This is an optimization exercise on Yosys and OpenROAD, whose aim is small area, not a production implementation. Function was checked by simulation only, so behaviour that the tests miss may differ from the original. Power is estimated from default activity; no workload was simulated.

<file path="flow/flow/run.sh">
#!/bin/bash
set -euo pipefail
cd "$(dirname "$0")/.."
R=orfs/results/${FLOW_PLATFORM:-sky130hd}/Top/base
LIB=$FLOW_HOME/platforms/sky130hd/lib/sky130_fd_sc_hd__tt_025C_1v80.lib
bash standard.sh synth > synth.log 2>&1
python3 flow/downsize.py $R/1_2_yosys.v $LIB > downsize.log 2>&1
rm -f $R/1_synth.odb
bash standard.sh > layout.log 2>&1
</file>
<file path="flow/flow/downsize.py">
#!/usr/bin/env python3
"""Rewrite a mapped sky130hd netlist so that every combinational cell uses the
smallest-area variant of its own family (same function and pin names).
Flip-flops, adders, tie cells and buffers/inverters are left alone.
usage: downsize.py NETLIST LIBERTY DONT_USE..."""
import re, sys

net, lib = sys.argv[1], sys.argv[2]
dont_use = set(sys.argv[3:])
txt = open(lib).read()

cells = {}
for m in re.finditer(r'\n\s*cell\s*\(\s*"?(sky130_fd_sc_hd__\w+)"?\s*\)\s*\{', txt):
    name = m.group(1)
    start = m.end()
    depth, i = 1, start
    while depth:
        c = txt[i]
        if c == '{': depth += 1
        elif c == '}': depth -= 1
        i += 1
    body = txt[start:i]
    area = float(re.search(r'\barea\s*:\s*([\d.]+)', body).group(1))
    pins = {}
    for pm in re.finditer(r'\bpin\s*\(\s*"?(\w+)"?\s*\)\s*\{([^{}]*)', body):
        d = re.search(r'direction\s*:\s*"?(\w+)', pm.group(2))
        f = re.search(r'function\s*:\s*"([^"]*)"', pm.group(2))
        pins[pm.group(1)] = (d.group(1) if d else '', f.group(1).replace(' ', '') if f else '')
    seq = bool(re.search(r'\b(ff|latch|statetable)\s*\(', body))
    cells[name] = (area, pins, seq)

def family(n):
    return re.sub(r'_\d+$', '', n)

keep_fam = re.compile(r'__(dfxtp|dfxbp|dfrtp|dfstp|dfbbp|edfxtp|sdf|dl|fa|ha|conb|buf|clkbuf|inv|clkinv|bufinv|clkdly|dlygate|dlymetal|tap|fill|decap|diode|lpflow|probe)')
best = {}
for n, (a, pins, seq) in cells.items():
    if seq or n in dont_use or keep_fam.search(n):
        continue
    f = family(n)
    if f not in best or a < cells[best[f]][0] or (a == cells[best[f]][0] and n < best[f]):
        best[f] = n

src = open(net).read()
count = {}
saved = 0.0
def sub(n, line):
    global saved
    if n not in cells or n not in best.values() and family(n) not in best:
        return line
    b = best.get(family(n))
    if b is None or b == n or keep_fam.search(n):
        return line
    if cells[b][1] != cells[n][1] or cells[b][0] >= cells[n][0]:
        return line
    count[(n, b)] = count.get((n, b), 0) + 1
    saved += cells[n][0] - cells[b][0]
    return line.replace(n, b, 1)

lines = src.split('\n')
for k, line in enumerate(lines):
    m = re.match(r'^(\s*)(sky130_fd_sc_hd__\w+)(\s.*)$', line)
    if m:
        lines[k] = sub(m.group(2), line)
open(net, 'w').write('\n'.join(lines))
for (a, b), c in sorted(count.items()):
    print(f"{c:6d} {a} -> {b}")
print(f"saved {saved:.1f} um2")
</file>
<file path="flow/standard.sh">
#!/bin/bash
# synth_recipe.tcl (not shown) runs the flow's synth.tcl, then flattens the netlist and writes it again
# the make line also repeats each setting of config.mk as NAME=value (left out here)
make -C /OpenROAD-flow-scripts/flow DESIGN_CONFIG=/design/flow/config.mk WORK_HOME=/design/flow/orfs CLKGATE_MAP_FILE= SYNTH_SCRIPT=/design/flow/synth_recipe.tcl "${@:-finish}"
</file>
<file path="flow/config.mk">
export PLATFORM = sky130hd
export DESIGN_NAME = Top
export DESIGN_NICKNAME = Top
export VERILOG_FILES = /design/flow/design.v
export SDC_FILE = /design/flow/constraint.sdc
export NUM_CORES = 8
export LEC_CHECK = 0
export CAP_MARGIN = 20
export CORE_MARGIN = 2
export CORE_UTILIZATION = 50
export CTS_BUF_LIST = sky130_fd_sc_hd__clkbuf_8
export CTS_CLUSTER_DIAMETER = 60
export CTS_CLUSTER_SIZE = 16
export PLACE_DENSITY_LB_ADDON = 0.2
export SLEW_MARGIN = 20
export SYNTH_HIERARCHICAL = 1
export SYNTH_MINIMUM_KEEP_SIZE = 0
</file>
<file path="flow/constraint.sdc">
create_clock -name core_clock -period 10.0 [get_ports {clk}]
set_input_delay 2.0000 -clock core_clock [delete_from_list [all_inputs] [get_ports {clk}]]
set_output_delay 2.0000 -clock core_clock [all_outputs]
set_load 0.01 [all_outputs]
</file>
<file path="flow/design.v">
module Top(
    input clk,
    input rst,
    input [4:0] adr_x,
    input [4:0] adr_y,
    input [2:0] opcode,
    input [0:0] vali,
    output reg [0:0] valo,
    output [3:0] red,
    output [3:0] green,
    output [3:0] blue,
    output reg Hsync,
    output reg Vsync,
    output reg written
    );
    wire op_proc  = (opcode == 3'd1);
    wire op_read  = (opcode == 3'd2);
    wire op_write = (opcode == 3'd3);
    wire op_reset = (opcode == 3'd4);
    reg [2:0] cnt;
    reg trig;
    always @(posedge clk)
        if (rst) begin
            cnt <= 3'd0;
            trig <= 1'b0;
        end else begin
            cnt <= cnt + 3'd1;
            trig <= (cnt == 3'd7);
        end
    reg [10:0] x, y;
    always @(posedge clk)
        if (rst) begin
            x <= 11'd0;
            y <= 11'd0;
            Hsync <= 1'b1;
            Vsync <= 1'b1;
        end else begin
            Hsync <= ~((x > 11'd1328) && (x < 11'd1440));
            Vsync <= ~((y > 11'd1025) && (y < 11'd1028));
            if (x == 11'd1687) begin
                x <= 11'd0;
                y <= (y == 11'd1065) ? 11'd0 : y + 11'd1;
            end else
                x <= x + 11'd1;
        end
    wire gen = op_proc & trig;
    wire keep_all = ~gen & ~op_reset;
    wire [31:0] wset_c, nkeep_c, nkeep_r, row_r, col_r, vrow, vcol;
    genvar i, j;
    generate
        for (i = 0; i < 32; i = i + 1) begin : dec
            wire colh = op_write & (adr_x == i);
            assign wset_c[i] = colh & vali;
            assign nkeep_c[i] = ~(keep_all & ~(colh & ~vali));
            assign row_r[i]  = (adr_y == i);
            assign col_r[i]  = (adr_x == i);
            assign vrow[i]   = (y[9:5] == i);
            assign vcol[i]   = (x[9:5] == i);
            assign nkeep_r[i] = ~(keep_all & ~row_r[i]);
        end
    endgenerate
    reg  [31:0] sn [0:31];
    reg  [31:0] nxt [0:15];
    wire [31:0] life [0:15];         
    wire [31:0] dn [0:31];
    wire [31:0] halon;               
    generate
        for (i = 0; i < 32; i = i + 1) begin : col
            for (j = 0; j < 32; j = j + 1) begin : row
                if (i < 16)
                    upd_n ua (.g(gen), .t(nxt[i][j]), .wc(wset_c[i]), .row(row_r[j]),
                              .nkc(nkeep_c[i]), .nkr(nkeep_r[j]), .sn(sn[i][j]), .dn(dn[i][j]));
                else
                    upd_n ub (.g(gen), .t(life[31-i][j]), .wc(wset_c[i]), .row(row_r[j]),
                              .nkc(nkeep_c[i]), .nkr(nkeep_r[j]), .sn(sn[i][j]), .dn(dn[i][j]));
            end
            always @(posedge clk)
                sn[i] <= dn[i];
        end
        for (j = 0; j < 32; j = j + 1) begin : hl
            upd_hn uh (.wc(wset_c[16]), .row(row_r[j]),
                       .nkc(nkeep_c[16]), .nkr(nkeep_r[j]), .sn(sn[16][j]), .dn(halon[j]));
        end
    endgenerate
    wire ntrig = ~trig;
    wire [31:0] u [0:16];
    generate
        for (i = 0; i < 17; i = i + 1) begin : um
            for (j = 0; j < 32; j = j + 1) begin : r
                if (i < 16)
                    aoi22 m (.a1(trig), .a2(sn[31-i][j]), .b1(ntrig), .b2(dn[i][j]), .y(u[i][j]));
                else
                    aoi22 m (.a1(trig), .a2(sn[15][j]), .b1(ntrig), .b2(halon[j]), .y(u[i][j]));
            end
        end
    endgenerate
    wire [31:0] v0 [0:17];
    wire [31:0] v1 [0:17];
    generate
        for (i = 0; i < 17; i = i + 1) begin : vs
            ha2 vt (.a(u[i][0]), .b(u[i][1]), .s(v0[i+1][0]), .co(v1[i+1][0]));
            for (j = 1; j < 31; j = j + 1) begin : r
                fa3 vf (.a(u[i][j-1]), .b(u[i][j]), .c(u[i][j+1]), .s(v0[i+1][j]), .co(v1[i+1][j]));
            end
            ha2 vb (.a(u[i][30]), .b(u[i][31]), .s(v0[i+1][31]), .co(v1[i+1][31]));
        end
    endgenerate
    generate
        for (i = 0; i < 16; i = i + 1) begin : lc
            for (j = 0; j < 32; j = j + 1) begin : lr
                wire p0, p1, n0, q, d0, d1;
                if (i == 0 && j == 0) begin : p_a
                    assign p0 = v0[i+2][j];
                end else if (i == 0) begin : p_b
                    ha2 f1 (.a(v0[i+2][j]), .b(u[i][j-1]), .s(p0), .co(p1));
                end else if (j == 0) begin : p_c
                    ha2 f1 (.a(v0[i][j]), .b(v0[i+2][j]), .s(p0), .co(p1));
                end else begin : p_d
                    fa3 f1 (.a(v0[i][j]), .b(v0[i+2][j]), .c(u[i][j-1]), .s(p0), .co(p1));
                end
                if (j < 31) begin : n_a
                    ha2 f2 (.a(p0), .b(u[i][j+1]), .s(n0), .co(q));
                end else begin : n_b
                    assign n0 = p0;
                end
                if (i == 0 && j == 0) begin : d_a
                    assign d0 = v1[i+2][j];
                end else if (i == 0) begin : d_b
                    ha2 f3 (.a(v1[i+2][j]), .b(p1), .s(d0), .co(d1));
                end else begin : d_c
                    fa3 f3 (.a(v1[i][j]), .b(v1[i+2][j]), .c(p1), .s(d0), .co(d1));
                end
                if (i == 0 && j == 0) begin : f_a
                    lfin_d q0 (.d0(d0), .q(q), .n0(n0), .me(u[i][j]), .life(life[i][j]));
                end else if (j == 31) begin : f_b
                    lfin_q lf (.d0(d0), .d1(d1), .n0(n0), .me(u[i][j]), .life(life[i][j]));
                end else begin : f_c
                    lfin lf (.d0(d0), .d1(d1), .q(q), .n0(n0), .me(u[i][j]), .life(life[i][j]));
                end
                always @(posedge clk)
                    nxt[i][j] <= life[i][j];
            end
        end
    endgenerate
    wire [31:0] rcol, vcolv;
    generate
        for (i = 0; i < 32; i = i + 1) begin : rp
            aomux32 rm (.d(sn[i]), .sel(row_r), .y(rcol[i]));
            aomux32 vm (.d(sn[i]), .sel(vrow), .y(vcolv[i]));
        end
    endgenerate
    wire rdn, pvn;            
    aomux32 rmf (.d(rcol), .sel(col_r), .y(rdn));
    aomux32 vmf (.d(vcolv), .sel(vcol), .y(pvn));
    always @(posedge clk) begin
        valo <= op_read & ~rdn;
        written <= op_write;
    end
    reg p;
    always @(posedge clk)
        p <= ~op_reset & ~pvn;
    wire vis = p & ~x[10] & ~y[10];
    assign red = {4{vis}};
    assign green = {4{vis}};
    assign blue = {4{vis}};
endmodule
module fa3(input a, b, c, output s, co);
    assign s = a ^ b ^ c;
    assign co = (a & b) | (a & c) | (b & c);
endmodule
module ha2(input a, b, output s, co);
    assign s = a ^ b;
    assign co = a & b;
endmodule
module aoi22(input a1, a2, b1, b2, output y);
    assign y = ~((a1 & a2) | (b1 & b2));
endmodule
module aomux32(input [31:0] d, input [31:0] sel, output y);
    assign y = |(d & sel);
endmodule
module lfin(input d0, d1, q, n0, me, output life);
    assign life = ~d1 & (d0 ^ q) & (n0 | me);
endmodule
module upd_n(input g, t, wc, row, nkc, nkr, sn, output dn);
    assign dn = ~((g & t) | (wc & row) | (~sn & ~(nkc & nkr)));
endmodule
module upd_hn(input wc, row, nkc, nkr, sn, output dn);
    assign dn = ~((wc & row) | (~sn & ~(nkc & nkr)));
endmodule
module lfin_d(input d0, q, n0, me, output life);
    assign life = (d0 ^ q) & (n0 | me);
endmodule
module lfin_q(input d0, d1, n0, me, output life);
    assign life = ~d1 & d0 & (n0 | me);
endmodule
</file>
==> out/results.ini, run 1 <==
[setup_path]
crit_arrival_ns=8.37
reg2regPathDepth=14
cp.required_ns=10.86
cp_max_fo=18
r2r-start=trig
path_class=in -> reg
rrSetupSlack_ns=3.72
cp-end-kind=flip-flop
worstReg2RegEnd=sn[25][6]
start_kind=input pin

[floorplanning]
die_w_um=464
start_util_pct=50.4
rows=168
die_h_um=464
die-area_um2=216000
coreArea_um2=210000
io_pins=32

[place]
hpwl_mm=398
gp_congestion=1.10
dp.cells=12392
io_buffers=31

[grt]
antenna_found_initial=34
overflow=0
grt_pass1_wl_mm=726
grt_pass1_vias=96848
grt_usage_pct=47.1
grt_max_degree=112

[timing]
max_slew_margin_pct=18.6
hold_viol_final=0
post-route-period-util_pct=75.1
rsz0062_at_grt=false
setup_viol=0
tns_ns=0
max_freq_mhz=133
drv_slew=0
tightest_slew_ns=1.22
period_needed_ns=7.51
fin_skew_ns=0.0446

[finish]
mostFrequentLayoutCells=a22oi_1, dfxtp_1, fa_1, a21oi_1, a221oi_1
drive_gt1_share_pct=9.18
n_fill_cell=17981
stdcell_count=12694
syn2layout_area_growth_pct=11.3
fin_nets=11837
final_common_cell=a22oi_1

[power]
p_seq_share_pct=25.2
swShare_pct=48.6
switching_power_mw=20.8
power_density_nw_per_um2=362
clockPowerShare_pct=11.0
p_int_mw=22.0
vdd_drop_max_mv=0.244
p_leak_nw=45.0
combinationalPowerShare_pct=63.8

[clock_tree]
cts_resized=0
numCtsBuffers=155
postCtsHoldBufs=0
cts_tree=built
clk_pin_slew_ns=0.11
clock_path_buffers=3
clk_latency_ns=1.01
h-tree-depth=4
clockRootBuffer=clkbuf_8
cts_setup_buffers=0
numClockSinks=1567

[outcome]
status=no timing/DRC/antenna violations

[synthesis]
syn-num-nets=11243
postSynthCellCount=9159
syn_avg_cell_area_um2=11.6
synthesis.area_um2=106000
yosys_warnings=11

[route]
ant_nets=0
routed_wl_mm=520
via_per_inst=7.90
vias=100327
dr.pass1.iters=10
drt_iter0_markers=18490
drc=0
wl_per_cell_um=41.0

[flow_run]
drv_cap=0

[worst_hold_path]
whs_path_depth=1
min_from=nxt[11][7]
holdCritPathClass=reg -> reg
worstHoldEndpoint=sn[11][7]

==> metrics by stage <==
stage                     setup WS (ns)  util (%)  area, µm²  power (mW)  hold WS, ns
after CTS                          2.74      56.0     118000        41.9        0.417
after global placement             1.85      54.4     114000        35.2        0.407
final                              2.49      56.1     118000        42.7        0.420
after floorplan                   -8.78         -     106000        28.7        0.399
after global routing               2.39      56.1     118000        46.1        0.424
after detailed placement           1.64      54.4     114000        37.1        0.422
==> flip-flops by register name, summed over array words and instances, names as in the netlist <==
signal / cells
Hsync: 1
Vsync: 1
cnt: 3
nxt: 512
p: 1
sn: 1024
trig: 1
valo: 1
written: 1
x: 11
y: 11
==> metal layers <==
layer	wire length [µm]	GRT usage, %	up-vias
met3	91600	25.7	1331
met4	22800	16.6	30
met2	210000	64.4	8096
met5	415	0.780	-
met1	195000	62.2	50827
li1	-	-	40043
==> worst max path at each step <==
stage / start / end / slack [ns] / depth (start not counted)
after floorplan: trig / sn[16][10] / -8.78 / 10
after detailed placement: opcode[1] / sn[21][15] / 1.64 / 14
after global placement: opcode[1] / sn[29][14] / 1.85 / 15
final: opcode[1] / sn[21][16] / 2.49 / 14
after global routing: opcode[1] / sn[21][15] / 2.39 / 14
after CTS: opcode[1] / sn[21][15] / 2.74 / 14
==> power by group through the flow <==
| stage | Sequential (mW) | Clock (mW) | Combinational [mW] |
|---|---|---|---|
| CTS | 10.5 | 4.69 | 26.7 |
| finish | 10.7 | 4.71 | 27.3 |
| floorplan | 9.56 | 0 | 19.1 |
| detailed placement | 10.6 | 0 | 26.5 |
| global route | 10.8 | 4.93 | 30.4 |
| global placement | 10.6 | 0 | 24.6 |
==> cell type report <==
class	instances	area [µm²]	share of cell area [%]
tap	2805	3510	2.98
inverter	11	48.8	0.0414
clock inverter	103	1070	0.912
multi-input combinational	7528	75300	63.9
antenna	17	42.5	0.0361
timing repair buffer	490	4160	3.53
sequential	1567	31400	26.6
clock buffer	173	2380	2.02
==> critical path, cell delays in order <==
cell,delay (ns)
clkdlybuf4s50_1,0.61
nand3b_1,0.14
inv_1,0.11
nand3_1,0.66
nor2_2,1.21
buf_4,0.43
a221oi_1,0.15
a22oi_1,0.83
fa_1,0.68
fa_1,0.49
fa_1,0.53
o22ai_1,0.09
a211oi_1,0.26
a221oi_1,0.14
==> inputs of run 2 (changes only) <==
--- a/flow/flow/run.sh
+++ b/flow/flow/run.sh
@@ -7,3 +7,4 @@
 python3 flow/downsize.py $R/1_2_yosys.v $LIB > downsize.log 2>&1
 rm -f $R/1_synth.odb
-bash standard.sh > layout.log 2>&1
+CTS='-sink_clustering_enable -repair_clock_nets -dont_use_dummy_load -sink_clustering_size 12 -sink_clustering_max_diameter 50 -buf_list {sky130_fd_sc_hd__clkbuf_4 sky130_fd_sc_hd__clkbuf_8}'
+bash standard.sh "CTS_ARGS=$CTS" finish > layout.log 2>&1
--- a/flow/config.mk
+++ b/flow/config.mk
@@ -8,8 +8,5 @@
 export CAP_MARGIN = 20
 export CORE_MARGIN = 2
-export CORE_UTILIZATION = 50
-export CTS_BUF_LIST = sky130_fd_sc_hd__clkbuf_8
-export CTS_CLUSTER_DIAMETER = 60
-export CTS_CLUSTER_SIZE = 16
+export CORE_UTILIZATION = 65
 export PLACE_DENSITY_LB_ADDON = 0.2
 export SLEW_MARGIN = 20
==> run 2 against run 1 <==
  * Still clean on timing, DRC and antenna
  * Power up 0.22%
  * Clock skew rose by 0.058 ns
  * Sequential power is essentially flat
  * Via count rose by 5.5%
  * Critical path type unchanged
  * Highest routed layer unchanged
==> out/results.ini, run 2 <==
[power]
power_density_nw_per_um2=370
p_total_mw=42.8
p_leak_nw=44.3
vdd_drop_max_mv=0.302

[setup_path]
crit_arrival_ns=8.78
cp-end-kind=flip-flop
r2r-start=trig
cp.required_ns=10.82
start_kind=input pin
cp_cell_sequence=clkdlybuf4s50_1 -> nand3b_1 -> a21o_4 -> buf_4 -> o21ai_2 -> buf_4 -> a21oi_1 -> a221oi_1 -> a22oi_1 -> fa_1 -> fa_1 -> fa_1 -> o22ai_1 -> a211oi_2 -> a221oi_1
cp_max_fo=32
max_stage_delay_ns=0.91
rrSetupSlack_ns=3.10
path_class=in -> reg
cp_common_cell=fa_1
cpMaxStageDelayCell=a211oi_2
reg2regPathDepth=14
worstReg2RegEnd=sn[30][4]

[clock_tree]
clk_latency_ns=1.03
clk_pin_slew_ns=0.09
clockRootBuffer=clkbuf_8
h-tree-depth=4
cts_setup_buffers=0
cts_resized=0
numClockSinks=1567
postCtsHoldBufs=0
cts_tree=built
numCtsBuffers=181
clock_path_buffers=3

[timing]
period_needed_ns=7.96
rsz0062_at_grt=false
setup_viol=0
max_slew_margin_pct=11.6
fin_skew_ns=0.102
tightest_slew_ns=1.33
drv_slew=0
max_freq_mhz=126
postLayoutSetupSlackWorst_ns=2.04
hold_viol_final=0
post-route-period-util_pct=79.6
tns_ns=0
whs_ns=0.355

[synthesis]
syn-num-nets=11243
synthesis.area_um2=106000
yosys_warnings=11
postSynthCellCount=9159
syn_avg_cell_area_um2=11.6

[route]
dr.pass1.iters=12
via_per_inst=8.86
wl_per_cell_um=42.2
vias=105806
ant_nets=0
routed_wl_mm=503
drt_iter0_markers=23191
drc=0

[floorplanning]
die_h_um=408
start_util_pct=65.2
die-area_um2=166000
die_w_um=408
rows=148
coreArea_um2=162000
io_pins=32

[grt]
antenna_found_initial=33
overflow=0
grt_pass1_vias=103333
grt_usage_pct=58.9
grt_pass1_wl_mm=709
grt_max_degree=133

[finish]
fin_util_pct=71.2
reg.largest.list=sn (1024), nxt (512)
fin_nets=11815
drive_gt1_share_pct=7.96
syn2layout_area_growth_pct=9.11
final_common_cell=a22oi_1
mostFrequentLayoutCells=a22oi_1, dfxtp_1, fa_1, a21oi_1, a221oi_1
largest_register=sn
largest_reg_flops=1024

[place]
io_buffers=31
hpwl_mm=382
dp_slack_ns=1.63
gp_congestion=1.17

[worst_hold_path]
holdCritPathClass=reg -> reg
min_from=nxt[1][9]
whs_path_depth=1
worstHoldEndpoint=sn[1][9]

[flow_run]
drv_cap=0

[outcome]
status=no timing/DRC/antenna violations

-- run 2: stage by stage --
stage	cell area [µm²]	std cells
2_1_floorplan	106000	9159
3_3_place_gp	113000	11709
6_report	116000	11936
3_5_place_dp	113000	11712
5_1_grt	116000	11911
4_1_cts	115000	11893
-- run 2: layout make-up --
| cell class | instances | area (µm²) |
|---|---|---|
| fill | 11342 | 46800 |
| inverter | 11 | 48.8 |
| multi-input combinational | 7528 | 75200 |
| clock buffer | 181 | 2490 |
| antenna | 32 | 80.1 |
| timing repair buffer | 442 | 3710 |
| tap | 2175 | 2720 |
| sequential | 1567 | 31400 |
-- run 2: worst max path at each step --
stage | start | to | slack (ns) | cells after the start
final | opcode[2] | sn[30][4] | 2.04 | 15
after global routing | opcode[1] | sn[25][4] | 2.18 | 14
after CTS | opcode[2] | sn[30][4] | 2.69 | 15
after detailed placement | opcode[2] | sn[30][4] | 1.63 | 15
after global placement | adr_y[2] | sn[17][4] | 1.62 | 12
after floorplan | trig | sn[16][10] | -8.78 | 10
-- run 2: worst max-delay path: cells and delay by family --
| kind | cells | cell delay (ns) |
|---|---|---|
| AOI/OAI and AO/OA | 8 | 3.39 |
| adders and majority gates | 3 | 1.64 |
| buffers and inverters | 3 | 1.44 |
| and+or+nand+nor | 1 | 0.23 |
-- run 2: metal layers --
metal	share of wire (%)	up-vias	global-route usage (%)
met2	38	11533	76.9
li1	-	39855	-
met5	0.53	-	9.43
met1	33	51495	71.2
met3	22	2849	43.2
met4	6.7	74	26.7
-- run 2: report_power, final --
part | total [mW] | internal (mW) | switching (mW) | leakage (nW)
clock | 3.99 | 1.60 | 2.39 | 1.30
combinational | 27.9 | 11.7 | 16.2 | 29.8
sequential | 10.9 | 8.53 | 2.38 | 13.2
==> inputs of run 3 (changes only) <==
--- a/flow/config.mk
+++ b/flow/config.mk
@@ -6,9 +6,9 @@
 export NUM_CORES = 8
 export LEC_CHECK = 0
-export CAP_MARGIN = 20
+export CAP_MARGIN = 5
 export CORE_MARGIN = 2
 export CORE_UTILIZATION = 65
 export PLACE_DENSITY_LB_ADDON = 0.2
-export SLEW_MARGIN = 20
+export SLEW_MARGIN = 5
 export SYNTH_HIERARCHICAL = 1
 export SYNTH_MINIMUM_KEEP_SIZE = 0
==> run 3 against run 2 <==
  * Synthesized area did not move
  * Sequential share of layout area barely moved
  * Die area did not move
  * Flip-flop and latch count did not move
  * Non-clock buffer count fell by 9
  * First-iteration DRC count fell by 0.39%
  * Via count rose by 0.15%
  * Synthesized cell count did not move
  * Final area barely moved
  * Core utilization fell by 0.068 points
  * Sequential power barely moved
==> out/results.ini, run 3 <==
[outcome]
status=no timing/DRC/antenna violations

[route]
route.layer.met1.wl_mm=167
top_layer=met5
dr_wl_met2_mm=191
via_per_inst=8.89
wl_per_cell_um=42.2
routed_wl_mm=503
met3_wirelength_mm=109
dr.pass1.iters=15
ant_nets=0
drc=0
vias=105967
drt_iter0_markers=23100

[grt]
grt_pass1_wl_mm=710
grt_usage_pct=58.9
grt_max_degree=133
antenna_found_initial=37
grt_pass1_vias=103228
overflow=0

[finish]
final_common_cell=a22oi_1
largest_register=sn
multi_input_area_um2=75200
fin_nets=11805
syn2layout_area_growth_pct=9.00
largest_reg_flops=1024
ff_latch_area_um2=31400
n_fill_cell=11517
fin_util_pct=71.1
reg.largest.list=sn (1024), nxt (512)
mostFrequentLayoutCells=a22oi_1, dfxtp_1, fa_1, a21oi_1, a221oi_1
drive_gt1_share_pct=7.85

[power]
vdd_drop_max_mv=0.291
p_total_mw=42.7
power_density_nw_per_um2=370
p_leak_nw=44.2

[setup_path]
max_stage_delay_ns=0.87
rrSetupSlack_ns=3.14
start_kind=input pin
cp_cell_sequence=clkdlybuf4s50_1 -> nand3b_1 -> a21o_4 -> buf_4 -> o21ai_2 -> buf_4 -> a21oi_1 -> a221oi_1 -> a22oi_1 -> fa_1 -> fa_1 -> fa_1 -> o22ai_1 -> a211oi_2 -> a221oi_1
worstReg2RegEnd=sn[30][4]
critical_path_buf_inv_count=3
reg2regPathDepth=14
r2r-start=trig
path_class=in -> reg
cp_common_cell=fa_1
cp_max_fo=32
cp-end-kind=flip-flop
cp.required_ns=10.85
cpMaxStageDelayCell=a211oi_2
crit_arrival_ns=8.75
cp_top_family=compound AO/OA/AOI/OAI gates

[clock_tree]
postCtsHoldBufs=0
numClockSinks=1567
cts_tree=built
numCtsBuffers=180
clk_latency_ns=1.05
clk_pin_slew_ns=0.09
h-tree-depth=4
clockRootBuffer=clkbuf_8
clock_path_buffers=3
cts_resized=0
cts_setup_buffers=0

[timing]
tightest_slew_ns=1.44
drv_slew=0
max_freq_mhz=126
fin_skew_ns=0.0971
period_needed_ns=7.91
tns_ns=0
postLayoutSetupSlackWorst_ns=2.09
max_slew_margin_pct=3.72
rsz0062_at_grt=false
hold_viol_final=0
post-route-period-util_pct=79.1
setup_viol=0
whs_ns=0.377

[floorplanning]
die_h_um=408
die-area_um2=166000
io_pins=32
coreArea_um2=162000
start_util_pct=65.2
rows=148
die_w_um=408

[worst_hold_path]
whs_path_depth=1
holdCritPathClass=reg -> reg
worstHoldEndpoint=sn[1][26]
min_from=nxt[1][26]

[synthesis]
yosys_warnings=11
synthesis.area_um2=106000
syn-num-nets=11243
postSynthCellCount=9159
syn_avg_cell_area_um2=11.6

[place]
gp_congestion=1.17
io_buffers=31
dp_slack_ns=1.54
hpwl_mm=381

[flow_run]
drv_cap=0

==> run 3: cell count changes in the layout (fill, tap and decap cells not counted), sizes merged <==
cell / delta
diode: -3
buf: -8
clkbuf: -2
==> run 3: layout make-up <==
type	instances	area share [%]
antenna	29	0.0628
clock buffer	180	2.14
inverter	11	0.0422
multi-input combinational	7528	65.1
sequential	1567	27.2
tap	2175	2.36
timing repair buffer	433	3.14
==> run 3: stage by stage <==
stage,area (µm²),std cells
floorplan,106000,9159
global placement,113000,11709
detailed placement,113000,11710
CTS,115000,11890
global route,115000,11900
finish,116000,11923
==> run 3: worst max-delay path by stage <==
stage               cells after the start    endpoint       from  slack, ns
floorplan                              10  sn[16][10]       trig      -8.78
global placement                       12   sn[17][4]   adr_y[2]       1.62
detailed placement                     12   sn[18][5]   adr_y[2]       1.54
CTS                                    14   sn[26][7]  opcode[1]       2.54
global route                           14   sn[27][1]   adr_x[2]       2.16
finish                                 15   sn[30][4]  opcode[2]       2.09
==> run 3: metal layers <==
metal	up-vias	GRT usage (%)
met4	79	26.0
met2	11585	77.0
li1	39841	-
met5	-	11.2
met1	51665	72.1
met3	2797	41.9
==> run 3: power breakdown <==
part           total (mW)  leakage, nW  internal (mW)  switching (mW)
clock                3.99         1.29           1.59            2.41
combinational        27.8         29.8           11.7            16.2
sequential           10.9         13.2           8.53            2.38
==> inputs of run 4 (changes only) <==
--- a/flow/design.v
+++ b/flow/design.v
@@ -177,5 +177,20 @@
 endmodule
 module aomux32(input [31:0] d, input [31:0] sel, output y);
-    assign y = |(d & sel);
+    wire [10:0] t;           
+    genvar k;
+    generate
+        for (k = 0; k < 10; k = k + 1) begin : g
+            aoi222 a (.a1(d[3*k]), .a2(sel[3*k]), .b1(d[3*k+1]), .b2(sel[3*k+1]),
+                      .c1(d[3*k+2]), .c2(sel[3*k+2]), .y(t[k]));
+        end
+    endgenerate
+    aoi22 a10 (.a1(d[30]), .a2(sel[30]), .b1(d[31]), .b2(sel[31]), .y(t[10]));
+    nand11 n (.a(t), .y(y));
+endmodule
+module aoi222(input a1, a2, b1, b2, c1, c2, output y);
+    assign y = ~((a1 & a2) | (b1 & b2) | (c1 & c2));
+endmodule
+module nand11(input [10:0] a, output y);
+    assign y = ~&a;
 endmodule
 module lfin(input d0, d1, q, n0, me, output life);
--- a/flow/config.mk
+++ b/flow/config.mk
@@ -9,4 +9,5 @@
 export CORE_MARGIN = 2
 export CORE_UTILIZATION = 65
+export GPL_TIMING_DRIVEN = 0
 export PLACE_DENSITY_LB_ADDON = 0.2
 export SLEW_MARGIN = 5
==> run 4 against run 3 <==
  * Now fails the layout checks on slew limit
  * Sequential share of layout area is 0.25 points lower
  * First-iteration DRC count fell by 7.9%
  * Clock power decreased by 2%
  * Critical path depth unchanged
  * Register-to-register slack worse by 0.68 ns
  * Core utilization up 1.6 points
  * Wire length decreased by 19%
  * Flip-flop and latch count stayed put
  * Critical endpoint is now sn[25][5]
  * Largest power group unchanged
==> out/results.ini, run 4 <==
[outcome]
status=finished with violations
violations=slew limit

[timing]
max_slew_margin_pct=-3.60
postLayoutSetupSlackWorst_ns=1.45
max_freq_mhz=117
post-route-period-util_pct=85.5
drv_slew=6
period_needed_ns=8.55
whs_ns=0.374
tightest_slew_ns=1.55
rsz0062_at_grt=false
tns_ns=0
setup_viol=0
hold_viol_final=0
fin_skew_ns=0.0963

[floorplanning]
coreArea_um2=160000
die_h_um=405
die_w_um=405
start_util_pct=65.3
io_pins=32
die-area_um2=164000
rows=147

[finish]
drive_gt1_share_pct=6.85
ff_latch_area_um2=31400
n_fill_cell=11184
fin_util_pct=72.8
final_cell_area_um2=117000
largest_reg_flops=1024
reg.largest.list=sn (1024), nxt (512)
fin_nets=11309
final_common_cell=dfxtp_1
mostFrequentLayoutCells=dfxtp_1, fa_1, a21oi_1, a221oi_1, a222oi_1
syn2layout_area_growth_pct=11.5
stdcell_count=11394
multi_input_area_um2=74300
largest_register=sn

[synthesis]
synthesis.area_um2=105000
yosys_warnings=11
syn-num-nets=10847
syn_avg_cell_area_um2=11.9
postSynthCellCount=8763

[worst_hold_path]
whs_path_depth=1
holdCritPathClass=reg -> reg

[setup_path]
rrSetupSlack_ns=2.46
path_class=in -> reg
cpMaxStageDelayCell=a22oi_1
cp.required_ns=10.86
cp_max_fo=19
reg2regPathDepth=15
cp_cell_sequence=clkdlybuf4s50_1 -> nand3b_1 -> inv_1 -> nand3_1 -> clkbuf_2 -> nor2_4 -> buf_16 -> a221oi_1 -> a22oi_1 -> fa_1 -> fa_1 -> fa_1 -> o22ai_1 -> a211oi_1 -> a221oi_1
start_kind=input pin
cp_common_cell=fa_1
crit_arrival_ns=9.41
cp-end-kind=flip-flop
max_stage_delay_ns=1.21

[clock_tree]
clockRootBuffer=clkbuf_8
numClockSinks=1567
clk_pin_slew_ns=0.08
numCtsBuffers=179
cts_tree=built
cts_resized=0
cts_setup_buffers=0
clock_path_buffers=3
clk_latency_ns=1.03
postCtsHoldBufs=0
h-tree-depth=4

[grt]
grt_pass1_vias=96840
overflow=0
grt_usage_pct=48.8
grt_pass1_wl_mm=601
grt_max_degree=119
antenna_found_initial=17

[place]
hpwl_mm=306
postPlaceCellArea_um2=114000
io_buffers=30
dp_slack_ns=0.635
gp_congestion=1.12
dp.cells=11187

[power]
vdd_drop_max_mv=0.212
power_density_nw_per_um2=349
p_leak_nw=44.5
p_total_mw=40.7

[route]
drt_iter0_markers=21284
dr.pass1.iters=15
via_per_inst=8.52
routed_wl_mm=405
drc=0
vias=97087
ant_nets=0
wl_per_cell_um=35.5

[flow_run]
drv_cap=0

==> run 4: routing by layer <==
| layer | part of all wire [%] | GRT usage, % | vias to the layer above |
|---|---|---|---|
| met5 | 0.023 | 0.327 | - |
| met4 | 5.6 | 20.7 | 12 |
| met3 | 18 | 22.7 | 1768 |
| met2 | 43 | 72.4 | 8581 |
| met1 | 33 | 61.2 | 47827 |
| li1 | - | - | 38899 |
==> run 4: report_power, final <==
group | switching (mW) | total, mW | internal, mW
Combinational | 15.4 | 26.8 | 11.4
Sequential | 1.38 | 9.91 | 8.53
Clock | 2.33 | 3.91 | 1.58
Total | 19.1 | 40.7 | 21.5
==> run 4: cell type report <==
type	count	share of cell area, %
repair buffers	281	4.59
plain buffers	53	0.234
diodes	11	0.0236
well taps	2160	2.32
multi-input cells	7132	63.8
clock buffers	179	2.11
inverters	11	0.0419
flip-flops and latches	1567	26.9
==> run 4: worst max-delay path: cells and delay by family <==
family,cells,cell delay [ns]
buffers and inverters,4,1.94
AND/OR/NAND/NOR,3,1.81
adder cells (fa/ha/maj),3,1.68
AO/OA/AOI/OAI,5,1.94
==> run 4: path summary, 6_finish.rpt <==
check                    from          to
setup / recovery    opcode[1]   sn[25][5]
hold reg to reg   nxt[12][10]  sn[12][10]
setup reg to reg         trig   sn[25][5]
hold / removal    nxt[12][10]  sn[12][10]
==> inputs of run 5 (changes only) <==
--- a/flow/config.mk
+++ b/flow/config.mk
@@ -9,5 +9,4 @@
 export CORE_MARGIN = 2
 export CORE_UTILIZATION = 65
-export GPL_TIMING_DRIVEN = 0
 export PLACE_DENSITY_LB_ADDON = 0.2
 export SLEW_MARGIN = 5
==> run 5 against run 4 <==
  * Still fails the layout checks on slew limit
  * Sequential power barely moved
  * Wire length rose by 1.2%
  * Register-to-register slack improved by 1.0 ns
  * Global-route usage rose by 0.39 points
  * Hold slack improved by 0.00088 ns
  * Non-clock buffer count rose by 34
  * Critical path depth fell by 1
  * Critical endpoint is now sn[18][14]
  * Largest power group unchanged
  * Synthesized area did not move
==> out/results.ini, run 5 <==
[setup_path]
cp_cell_sequence=clkdlybuf4s50_1 -> nand3b_1 -> inv_1 -> nand3_1 -> nor2_2 -> buf_4 -> a221oi_1 -> a22oi_1 -> fa_1 -> fa_1 -> fa_1 -> o22ai_1 -> a211oi_1 -> a221oi_1
reg2regPathDepth=10
critPathLaunch=opcode[1]
start_kind=input pin
max_stage_delay_ns=1.02
cpMaxStageDelayCell=a22oi_1
crit_arrival_ns=8.79
path_class=in -> reg
worstReg2RegEnd=sn[30][8]
cp_max_fo=19
r2r-start=trig
cp.required_ns=10.84
critical_path_buf_inv_count=3
cp_top_family=simple AND/OR/NAND/NOR gates
rrSetupSlack_ns=3.48
cp_common_cell=fa_1
cp-end-kind=flip-flop

[timing]
period_needed_ns=7.95
whs_ns=0.375
max_slew_margin_pct=-1.06
drv_slew=6
setup_viol=0
fin_skew_ns=0.0789
rsz0062_at_grt=false
post-route-period-util_pct=79.5
hold_viol_final=0
max_freq_mhz=126
tightest_slew_ns=1.52
tns_ns=0

[finish]
final_common_cell=dfxtp_1
largest_register=sn
fin_nets=11344
drive_gt1_share_pct=7.50
largest_reg_flops=1024
fin_util_pct=70.8
reg.largest.list=sn (1024), nxt (512)
syn2layout_area_growth_pct=8.46
mostFrequentLayoutCells=dfxtp_1, fa_1, a21oi_1, a221oi_1, a222oi_1
stdcell_count=11431

[clock_tree]
clock_path_buffers=3
postCtsHoldBufs=0
cts_setup_buffers=0
clockRootBuffer=clkbuf_8
cts_resized=0
cts_tree=built
h-tree-depth=4
numCtsBuffers=180
numClockSinks=1567
clk_latency_ns=1.04
clk_pin_slew_ns=0.08

[grt]
overflow=0
grt_pass1_wl_mm=606
grt_usage_pct=49.2
grt_max_degree=143
grt_pass1_vias=96271
antenna_found_initial=23

[floorplanning]
die_h_um=405
coreArea_um2=160000
die-area_um2=164000
rows=147
start_util_pct=65.3
io_pins=32
die_w_um=405

[flow_run]
drv_cap=0

[route]
routed_wl_mm=410
dr.pass1.iters=14
wl_per_cell_um=35.8
drc=0
ant_nets=0
drt_iter0_markers=21322
via_per_inst=8.51
vias=97308

[place]
io_buffers=31
gp_congestion=1.09
dp.cells=11238
hpwl_mm=308

[outcome]
violations=slew limit
status=finished with violations

[synthesis]
synthesis.area_um2=105000
postSynthCellCount=8763
syn-num-nets=10847
yosys_warnings=11
syn_avg_cell_area_um2=11.9

[power]
power_density_nw_per_um2=358
p_leak_nw=44.0
vdd_drop_max_mv=0.235
p_total_mw=40.6

[worst_hold_path]
min_from=nxt[3][25]
whs_path_depth=1
worstHoldEndpoint=sn[3][25]
holdCritPathClass=reg -> reg

run 5: worst max-delay path by stage:
stage	end	slack, ns	cells after the start
finish	sn[18][14]	2.05	14
detailed placement	sn[19][4]	1.41	14
CTS	sn[21][4]	2.50	14
global placement	sn[19][4]	1.67	14
floorplan	sn[16][10]	-8.78	10
global route	sn[19][4]	1.93	14
run 5: final cells by class:
class / count / area (µm²)
multi-input cells: 7132 / 73600
flip-flops and latches: 1567 / 31400
inverters: 11 / 48.8
well taps: 2160 / 2700
clock buffers: 180 / 2480
repair buffers: 368 / 3130
fillers: 11691 / 46800
diodes: 13 / 32.5
run 5: layer usage:
layer	GRT usage, %	wire [µm]	vias to the layer above
li1	-	-	38939
met1	63.4	139000	48110
met2	72.2	177000	8589
met3	21.2	71400	1656
met4	21.2	22200	14
met5	0	85	-
run 5: where the power goes:
group	total, mW	internal (mW)	switching (mW)	leakage [nW]
registers	9.92	8.53	1.39	13.2
clock network	3.93	1.59	2.34	1.29
logic	26.8	11.4	15.4	29.5
total	40.6	21.5	19.2	44.0
run 5: metrics by stage:
stage / cell area, µm² / setup slack (ns)
final: 113000 / 2.05
after global routing: 113000 / 1.93
after CTS: 113000 / 2.50
after detailed placement: 111000 / 1.41
after global placement: 111000 / 1.67
after floorplan: 105000 / -8.78
==> inputs of run 6 (changes only) <==
--- a/flow/config.mk
+++ b/flow/config.mk
@@ -8,5 +8,5 @@
 export CAP_MARGIN = 5
 export CORE_MARGIN = 2
-export CORE_UTILIZATION = 65
+export CORE_UTILIZATION = 72
 export PLACE_DENSITY_LB_ADDON = 0.2
 export SLEW_MARGIN = 5
==> run 6 against run 5 <==
  * Still fails the layout checks on slew limit
  * Power increased by 0.85%
  * Synthesized cell count unchanged
  * Clock-buffer cell count decreased by 3
==> out/results.ini, run 6 <==
[grt]
grt_pass1_vias=99288
grt_pass1_wl_mm=604
grt_usage_pct=54.0
grt_max_degree=167
antenna_found_initial=26
overflow=0

[power]
vdd_drop_max_mv=0.269
power_density_nw_per_um2=363
p_total_mw=41.0
p_leak_nw=43.8

[outcome]
status=finished with violations
violations=slew limit

[route]
dr.pass1.iters=17
via_per_inst=8.90
vias=99137
drc=0
wl_per_cell_um=36.4
routed_wl_mm=405
drt_iter0_markers=22417
ant_nets=0

[synthesis]
synthesis.area_um2=105000
postSynthCellCount=8763
syn-num-nets=10847
syn_avg_cell_area_um2=11.9
yosys_warnings=11

[floorplanning]
die_h_um=385
io_pins=32
rows=139
die_w_um=385
die-area_um2=148000
start_util_pct=72.7
coreArea_um2=144000

[clock_tree]
h-tree-depth=4
cts_tree=built
numClockSinks=1567
cts_resized=0
numCtsBuffers=177
clk_pin_slew_ns=0.08
clockRootBuffer=clkbuf_8
cts_setup_buffers=0
postCtsHoldBufs=0
clock_path_buffers=3
clk_latency_ns=1.00

[setup_path]
cp_common_cell=fa_1
max_stage_delay_ns=1.49
cp_cell_sequence=clkdlybuf4s50_1 -> nand3_1 -> o21ai_4 -> a21oi_1 -> a221oi_1 -> a22oi_1 -> fa_1 -> fa_1 -> fa_1 -> o22ai_1 -> a211oi_1 -> a221oi_1
critical_path_buf_inv_count=1
path_class=in -> reg
start_kind=input pin
cp.required_ns=10.78
cp_top_family=compound AO/OA/AOI/OAI gates
reg2regPathDepth=10
cp_max_fo=30
cpMaxStageDelayCell=o21ai_4
cp.depth=12
cp-end-kind=flip-flop
crit_arrival_ns=8.51

[timing]
max_freq_mhz=129
period_needed_ns=7.73
max_slew_margin_pct=-0.592
postLayoutSetupSlackWorst_ns=2.27
drv_slew=1
rsz0062_at_grt=false
hold_viol_final=0
fin_skew_ns=0.113
setup_viol=0
post-route-period-util_pct=77.3
whs_ns=0.379
tns_ns=0
tightest_slew_ns=1.51

[finish]
syn2layout_area_growth_pct=7.85
n_fill_cell=9155
fin_nets=11310
fin_util_pct=78.4
reg.largest.list=sn (1024), nxt (512)
drive_gt1_share_pct=7.14
mostFrequentLayoutCells=dfxtp_1, fa_1, a21oi_1, a221oi_1, a222oi_1
multi_input_area_um2=73600
final_common_cell=dfxtp_1
ff_latch_area_um2=31400
largest_reg_flops=1024
largest_register=sn

[place]
gp_congestion=1.17
hpwl_mm=300
io_buffers=31
dp_slack_ns=1.76

[worst_hold_path]
holdCritPathClass=reg -> reg
whs_path_depth=1

[flow_run]
drv_cap=0

## run 6: cell count changes in the layout (fill, tap and decap cells not counted)
| cell | delta |
|---|---|
| buf_4 | -27 |
| diode_2 | +5 |
| buf_12 | -4 |
| clkbuf_8 | -3 |
| nor3b_1 | +1 |
| nor3b_2 | -1 |
## run 6: per-layer routing
metal  part of all wire [%]  vias up  GRT usage [%]  wire length, µm
li1                       -    38857              -                -
met1                     32    47954           66.6           129000
met2                     42     9912           78.2           170000
met3                     19     2384           27.3            77700
met4                    6.8       30           26.7            27400
met5                  0.083        -          0.650              336
## run 6: worst paths after layout
path / startpoint / end / slack, ns
worst max-delay path: adr_y[2] / sn[24][29] / 2.27
worst min-delay path: nxt[9][9] / sn[9][9] / 0.38
worst min register to register: nxt[9][9] / sn[9][9] / 0.38
worst max register to register: trig / sn[24][13] / 2.88
## run 6: area by class of cell
type	instances	area share (%)
multi-input cells	7132	65.3
clock buffers	177	2.16
diodes	18	0.0399
flip-flops and latches	1567	27.8
well taps	1903	2.11
inverters	11	0.0433
repair buffers	337	2.52
## run 6: per-stage QoR
| stage | area [µm²] | cells |
|---|---|---|
| CTS | 113000 | 11124 |
| global route | 113000 | 11131 |
| global placement | 110000 | 10947 |
| floorplan | 105000 | 8763 |
| detailed placement | 110000 | 10947 |
| finish | 113000 | 11145 |
## run 6: power by group
group	internal, mW	switching (mW)	total (mW)
logic	11.5	15.7	27.2
clock network	1.56	2.31	3.88
registers	8.53	1.41	9.94
total	21.6	19.4	41.0
## run 6: worst register-to-register path, stage by stage (launching register included)
cell and delay (ns):
dfxtp_4 0.84, buf_4 0.91, buf_4 0.98, buf_4 1.03, a22oi_1 0.76, fa_1 0.81, fa_1 0.50, fa_1 0.53
o22ai_1 0.08, a211oi_1 0.32, a221oi_1 0.15
==> inputs of run 7 (changes only) <==
--- a/flow/config.mk
+++ b/flow/config.mk
@@ -6,9 +6,9 @@
 export NUM_CORES = 8
 export LEC_CHECK = 0
-export CAP_MARGIN = 5
+export CAP_MARGIN = 20
 export CORE_MARGIN = 2
 export CORE_UTILIZATION = 72
 export PLACE_DENSITY_LB_ADDON = 0.2
-export SLEW_MARGIN = 5
+export SLEW_MARGIN = 20
 export SYNTH_HIERARCHICAL = 1
 export SYNTH_MINIMUM_KEEP_SIZE = 0
==> run 7 against run 6 <==
  * Register-to-register slack improved by 0.16 ns
  * Hold slack improved by 0.016 ns
  * Synthesized area did not move
  * First-iteration DRC count rose by 1.7%
  * The run now finishes clean
  * Largest power group unchanged
  * Synthesized cell count did not move
==> out/results.ini, run 7 <==
[flow_run]
drv_cap=0

[timing]
post-route-period-util_pct=76.7
period_needed_ns=7.67
hold_viol_final=0
setup_viol=0
drv_slew=0
max_slew_margin_pct=7.61
fin_skew_ns=0.0996
postLayoutSetupSlackWorst_ns=2.33
whs_ns=0.395
max_freq_mhz=130
rsz0062_at_grt=false
tns_ns=0
tightest_slew_ns=1.39

[route]
vias=99546
ant_nets=0
wl_per_cell_um=36.4
routed_wl_mm=407
drt_iter0_markers=22788
via_per_inst=8.90
dr.pass1.iters=17
drc=0

[grt]
overflow=0
antenna_found_initial=21
grt_max_degree=167
grt_pass1_wl_mm=604
grt_usage_pct=54.0
grt_pass1_vias=99245

[floorplanning]
die-area_um2=148000
rows=139
die_h_um=385
start_util_pct=72.7
io_pins=32
die_w_um=385
coreArea_um2=144000

[finish]
reg.largest.list=sn (1024), nxt (512)
syn2layout_area_growth_pct=8.11
stdcell_count=11179
largest_reg_flops=1024
fin_nets=11346
mostFrequentLayoutCells=dfxtp_1, fa_1, a21oi_1, a221oi_1, a222oi_1
largest_register=sn
final_common_cell=dfxtp_1
drive_gt1_share_pct=7.52
final_cell_area_um2=113000

[power]
vdd_drop_max_mv=0.277
p_int_mw=21.6
clockPowerShare_pct=9.4
p_leak_nw=43.9
power_density_nw_per_um2=363
switching_power_mw=19.5
p_seq_share_pct=24.2
combinationalPowerShare_pct=66.4
swShare_pct=47.4

[setup_path]
cp-end-kind=flip-flop
cp_common_cell=fa_1
start_kind=input pin
crit_arrival_ns=8.48
cpMaxStageDelayCell=o21ai_2
cp_cell_sequence=clkdlybuf4s50_1 -> nor2_1 -> nand3_1 -> o21ai_2 -> buf_4 -> a21oi_1 -> a221oi_1 -> a22oi_1 -> fa_1 -> fa_1 -> fa_1 -> o22ai_1 -> a211oi_1 -> a221oi_1
reg2regPathDepth=10
path_class=in -> reg
cp_max_fo=18
cp.required_ns=10.82
max_stage_delay_ns=1.10

[place]
io_buffers=31
hpwl_mm=300
postPlaceCellArea_um2=110000
dp_slack_ns=1.80
dp.cells=10951
gp_congestion=1.17

[clock_tree]
clockRootBuffer=clkbuf_8
numClockSinks=1567
h-tree-depth=4
clock_path_buffers=3
cts_setup_buffers=0
numCtsBuffers=176
clk_latency_ns=1.00
postCtsHoldBufs=0
clk_pin_slew_ns=0.08
cts_resized=0
cts_tree=built

[worst_hold_path]
holdCritPathClass=reg -> reg
whs_path_depth=1

[synthesis]
syn_avg_cell_area_um2=11.9
syn-num-nets=10847
postSynthCellCount=8763
synthesis.area_um2=105000
yosys_warnings=11

[outcome]
status=no timing/DRC/antenna violations

run 7: worst paths after layout:
check / startpoint / slack (ns) / to
setup / recovery: adr_x[3] / 2.33 / sn[29][17]
hold / removal: nxt[2][22] / 0.40 / sn[2][22]
setup reg to reg: trig / 3.04 / sn[28][8]
hold reg to reg: nxt[2][22] / 0.40 / sn[2][22]
run 7: power groups by stage:
stage	clock, mW	combinational (mW)	sequential [mW]
global route	4.02	30.1	10.1
finish	3.87	27.3	9.94
CTS	3.80	26.4	9.84
detailed placement	0	26.2	9.95
floorplan	0	19.1	9.55
global placement	0	23.7	9.85
run 7: per-layer routing:
metal / part of all wire (%) / vias up / routed length [µm] / track usage (%)
li1: - / 38919 / - / -
met5: 0.031 / - / 125 / 0
met1: 32 / 48269 / 131000 / 67.8
met2: 42 / 10018 / 171000 / 78.2
met4: 6.8 / 14 / 27600 / 27.1
met3: 19 / 2326 / 76700 / 25.7
run 7: worst max-delay path, delay by kind of cell:
family,cells,cell delay (ns)
simple gates,2,0.93
compound gates,7,2.65
fa+ha+maj,3,1.70
buf+inv,2,1.17
run 7: area by class of cell:
type,count,area (µm²)
multi-input cells,7132,73700
flip-flops and latches,1567,31400
inverters,11,48.8
fillers,9167,30800
repair buffers,374,3130
clock buffers,176,2420
diodes,16,40.0
well taps,1903,2380
run 7: through the flow:
| step | util [%] | power (mW) |
|---|---|---|
| after detailed placement | 76.7 | 36.1 |
| after floorplan | - | 28.7 |
| final | 78.6 | 41.1 |
| after global routing | 78.6 | 44.2 |
| after global placement | 76.7 | 33.5 |
| after CTS | 78.4 | 40.0 |
==> inputs of run 8 (changes only) <==
--- a/flow/config.mk
+++ b/flow/config.mk
@@ -8,5 +8,5 @@
 export CAP_MARGIN = 20
 export CORE_MARGIN = 2
-export CORE_UTILIZATION = 72
+export CORE_UTILIZATION = 78
 export PLACE_DENSITY_LB_ADDON = 0.2
 export SLEW_MARGIN = 20
==> run 8 against run 7 <==
  * Synthesized area is the same
  * Flip-flop and latch count is the same
  * Die area shrank 7.6%
  * Clock skew fell by 0.0040 ns
  * Critical path depth up 1
  * Still clean
  * Largest cell class unchanged
  * Highest routed layer unchanged
  * Register-to-register slack worse by 0.08 ns
  * Non-clock buffer count increased by 2
==> out/results.ini, run 8 <==
[power]
power_density_nw_per_um2=378
p_leak_nw=44.0
vdd_drop_max_mv=0.362
p_total_mw=42.7

[clock_tree]
clock_path_buffers=3
clk_latency_ns=1.01
cts_tree=built
clockRootBuffer=clkbuf_8
h-tree-depth=4
numClockSinks=1567
numCtsBuffers=174
cts_resized=0
postCtsHoldBufs=0
cts_setup_buffers=0
clk_pin_slew_ns=0.08

[route]
via_per_inst=9.46
vias=104681
drt_iter0_markers=28194
ant_nets=0
drc=0
wl_per_cell_um=38.6
routed_wl_mm=426
dr.pass1.iters=17

[timing]
tightest_slew_ns=1.35
period_needed_ns=7.86
drv_slew=0
rsz0062_at_grt=false
setup_viol=0
tns_ns=0
max_freq_mhz=127
post-route-period-util_pct=78.6
max_slew_margin_pct=10.1
fin_skew_ns=0.0956
hold_viol_final=0

[finish]
drive_gt1_share_pct=7.54
final_common_cell=dfxtp_1
n_fill_cell=6873
fin_nets=11346
largest_register=sn
syn2layout_area_growth_pct=8.03
mostFrequentLayoutCells=dfxtp_1, fa_1, a21oi_1, a221oi_1, a222oi_1
largest_reg_flops=1024
reg.largest.list=sn (1024), nxt (512)

[grt]
grt_max_degree=156
grt_pass1_vias=105933
overflow=0
antenna_found_initial=36
grt_pass1_wl_mm=636
grt_usage_pct=61.5

[setup_path]
cp-end-kind=flip-flop
cp_top_family=compound AO/OA/AOI/OAI gates
cp_max_fo=18
r2r-start=trig
cpMaxStageDelayCell=o21ai_2
critPathLaunch=opcode[1]
crit_arrival_ns=8.62
critical_path_buf_inv_count=3
cp.required_ns=10.75
cp_common_cell=fa_1
cp_cell_sequence=clkdlybuf4s50_1 -> nand3b_1 -> or3_1 -> buf_4 -> o21ai_2 -> buf_4 -> a21oi_1 -> a221oi_1 -> a22oi_1 -> fa_1 -> fa_1 -> fa_1 -> o22ai_1 -> a211oi_1 -> a221oi_1
path_class=in -> reg
worstReg2RegEnd=sn[21][30]
reg2regPathDepth=10
rrSetupSlack_ns=2.96
start_kind=input pin
max_stage_delay_ns=0.84

[floorplanning]
coreArea_um2=133000
die_h_um=370
die_w_um=370
rows=134
start_util_pct=78.4
io_pins=32
die-area_um2=137000

[worst_hold_path]
holdCritPathClass=reg -> reg
worstHoldEndpoint=sn[12][23]
min_from=nxt[12][23]
whs_path_depth=1

[outcome]
status=no timing/DRC/antenna violations

[synthesis]
syn_avg_cell_area_um2=11.9
yosys_warnings=11
synthesis.area_um2=105000
syn-num-nets=10847
postSynthCellCount=8763

[flow_run]
drv_cap=0

[place]
hpwl_mm=304
gp_congestion=1.19
io_buffers=31

==> run 8: layout make-up <==
type                    count  area, µm²  share of cell area, %
diodes                     32       80.1                 0.0709
flip-flops and latches   1567      31400                   27.8
clock buffers             174       2390                   2.12
well taps                1768       2210                   1.96
repair buffers            376       3160                   2.80
multi-input cells        7132      73700                   65.2
inverters                  11       48.8                 0.0432
==> run 8: routing by layer <==
layer	up-vias	track usage (%)	wire (µm)
met5	-	2.52	1320
li1	38922	-	-
met1	49033	71.9	125000
met3	4091	34.2	85900
met4	50	41.5	41600
met2	12585	85.8	172000
==> run 8: stage by stage <==
stage / area, µm² / setup slack [ns] / hold slack (ns) / utilization (%) / std cells
2_1_floorplan: 105000 / -8.78 / 0.399 / - / 8763
3_3_place_gp: 110000 / 2.00 / 0.407 / 82.7 / 10827
3_5_place_dp: 110000 / 1.77 / 0.429 / 82.7 / 10827
4_1_cts: 113000 / 2.65 / 0.399 / 84.5 / 11001
5_1_grt: 113000 / 2.22 / 0.413 / 84.7 / 11037
6_report: 113000 / 2.14 / 0.390 / 84.7 / 11060
==> run 8: worst max path at each step <==
stage                 endpoint  slack (ns)  cells past startpoint
floorplan           sn[16][10]       -8.78                     10
global placement     sn[16][6]        2.00                     15
detailed placement  sn[16][30]        1.77                     15
CTS                 sn[21][27]        2.65                     12
global route        sn[26][20]        2.22                     15
finish              sn[26][20]        2.14                     15
==> run 8: power by group <==
group	internal (mW)	switching, mW
clock network	1.54	2.33
registers	8.53	1.49
logic	11.9	16.9
total	21.9	20.8
==> inputs of run 9 (changes only) <==
--- a/flow/config.mk
+++ b/flow/config.mk
@@ -8,5 +8,5 @@
 export CAP_MARGIN = 20
 export CORE_MARGIN = 2
-export CORE_UTILIZATION = 78
+export CORE_UTILIZATION = 75
 export PLACE_DENSITY_LB_ADDON = 0.2
 export SLEW_MARGIN = 20
==> run 9 against run 8 <==
  * Core utilization is 3.4 points lower
  * Still clean
  * Die area up 4.0%
  * Non-clock buffer count increased by 10
  * Register-to-register slack gained 0.54 ns
  * Largest cell class unchanged
  * Flip-flop and latch count is the same
  * Global-route usage down 3.1 points
  * Wire length down 1.4%
  * Final cell count grew 0.87%
  * Synthesized area unchanged
  * Hold slack gained 0.0044 ns
  * First-iteration DRC count decreased by 12%
  * Sequential share of layout area is essentially flat
==> out/results.ini, run 9 <==
[place]
dp.cells=10925
dp_slack_ns=1.63
gp_congestion=1.11
hpwl_mm=306
postPlaceCellArea_um2=110000
io_buffers=31

[timing]
hold_viol_final=0
tightest_slew_ns=1.44
setup_viol=0
fin_skew_ns=0.0926
period_needed_ns=7.86
max_freq_mhz=127
tns_ns=0
rsz0062_at_grt=false
postLayoutSetupSlackWorst_ns=2.14
max_slew_margin_pct=3.69
post-route-period-util_pct=78.6
whs_ns=0.394
drv_slew=0

[setup_path]
cp.required_ns=10.82
path_class=in -> reg
start_kind=input pin
crit_arrival_ns=8.68
cp_max_fo=32
cp-end-kind=flip-flop

[worst_hold_path]
holdCritPathClass=reg -> reg

[grt]
grt_pass1_wl_mm=625
antenna_found_initial=25
grt_max_degree=166
grt_usage_pct=58.3
overflow=0
grt_pass1_vias=102548

[floorplanning]
die_w_um=377
io_pins=32
die-area_um2=142000
start_util_pct=75.2
die_h_um=377
rows=137
coreArea_um2=139000

[finish]
syn2layout_area_growth_pct=8.17
stdcell_count=11156
reg.largest.list=sn (1024), nxt (512)
mostFrequentLayoutCells=dfxtp_1, fa_1, a21oi_1, a221oi_1, a222oi_1
fin_nets=11354
drive_gt1_share_pct=7.61
final_common_cell=dfxtp_1
largest_register=sn
largest_reg_flops=1024
final_cell_area_um2=113000
fin_util_pct=81.4

[route]
routed_wl_mm=421
drt_iter0_markers=24765
dr.pass1.iters=22
wl_per_cell_um=37.7
ant_nets=0
drc=0
via_per_inst=9.16
vias=102149

[clock_tree]
numCtsBuffers=172
cts_setup_buffers=0
numClockSinks=1567
cts_tree=built
cts_resized=0
clockRootBuffer=clkbuf_8
clock_path_buffers=3
h-tree-depth=4
clk_latency_ns=1.02
clk_pin_slew_ns=0.08
postCtsHoldBufs=0

[synthesis]
postSynthCellCount=8763
synthesis.area_um2=105000
syn-num-nets=10847
yosys_warnings=11
syn_avg_cell_area_um2=11.9

[power]
p_leak_nw=44.0
power_density_nw_per_um2=370
p_total_mw=41.8
vdd_drop_max_mv=0.338

[outcome]
status=no timing/DRC/antenna violations

[flow_run]
drv_cap=0

-- run 9: cell types whose count changed in the layout (fill, tap and decap cells not counted), moves of 2 or more --
cell,delta
diode_2,-20
buf_4,-7
clkbuf_4,+7
buf_2,+6
buf_12,+3
nor2_2,+3
nor2_4,-3
clkbuf_8,-2
-- run 9: worst max-delay path: stages --
cell	delay, ns
clkdlybuf4s50_1	0.60
nand3b_1	0.46
or3_1	0.89
buf_4	0.34
o21ai_4	0.87
a21oi_1	0.26
a221oi_1	0.47
a22oi_1	0.42
fa_1	0.71
fa_1	0.48
fa_1	0.54
o22ai_1	0.11
a211oi_1	0.35
a221oi_1	0.14
-- run 9: where the power goes --
group	internal, mW	leakage [nW]	switching (mW)
clock	1.52	1.24	2.32
combinational	11.7	29.6	16.3
sequential	8.53	13.2	1.45
-- run 9: path summary, 6_finish.rpt --
path / from / slack, ns / cells after the start / end
min reg2reg: nxt[15][16] / 0.39 / 1 / sn[15][16]
min: nxt[15][16] / 0.39 / 1 / sn[15][16]
max reg2reg: trig / 3.50 / 13 / sn[17][28]
max: opcode[1] / 2.14 / 14 / sn[22][17]
-- run 9: cell type report --
type / count / area [µm²]
Timing Repair Buffer: 386 / 3280
Clock buffer: 172 / 2370
Fill cell: 7923 / 25900
Antenna cell: 12 / 30.0
Sequential cell: 1567 / 31400
Tap cell: 1876 / 2350
Inverter: 11 / 48.8
Multi-Input combinational cell: 7132 / 73700
-- run 9: metal layers --
layer / part of all wire [%] / routed length [µm] / track usage, % / vias to the layer above
met5: 0.13 / 537 / 0.823 / -
met4: 8.8 / 36900 / 36.7 / 38
met3: 20 / 83100 / 31.5 / 3380
met2: 40 / 170000 / 81.3 / 11226
met1: 31 / 130000 / 70.2 / 48541
li1: - / - / - / 38964

==> what the ideal ports hide <==
The results above use ideal ports. As a check the final layouts listed here were re-extracted and re-timed, cells and wires unchanged.
Step 1 (the two cells are an assumption about what drives the block):
set clk [get_ports {clk}]
set_driving_cell -lib_cell sky130_fd_sc_hd__clkbuf_16 $clk
set_driving_cell -lib_cell sky130_fd_sc_hd__buf_2 [delete_from_list [all_inputs] $clk]
Step 2, shift: input delay + t, output delay - t, t = (earliest + latest rising clock arrival at the registers) / 2. This alone moves slack from input paths to output paths.
Three values: ideal ports, drivers, drivers and shift; two values: the first two.
run	t (ns)	slack for setup (ns)	slew at the worst register clock pin (ns)
run 1	1.077	2.487 / 2.542 / 1.465	0.11 / 0.11
run 2	1.058	2.040 / 2.093 / 1.035	0.09 / 0.09
run 3	1.111	2.095 / 2.169 / 1.058	0.09 / 0.09
run 4	1.066	1.448 / 1.504 / 0.439	0.09 / 0.09
run 5	1.089	2.052 / 2.117 / 1.028	0.09 / 0.09
run 6	1.022	2.271 / 2.312 / 1.291	0.09 / 0.09
run 7	1.027	2.333 / 2.389 / 1.362	0.09 / 0.09
run 8	1.056	2.135 / 2.188 / 1.132	0.09 / 0.09
run 9	1.062	2.139 / 2.203 / 1.141	0.09 / 0.09
For run 3, which loses most, drivers alone change the setup slack by +0.074 ns; drivers and shift together by -1.037 ns.
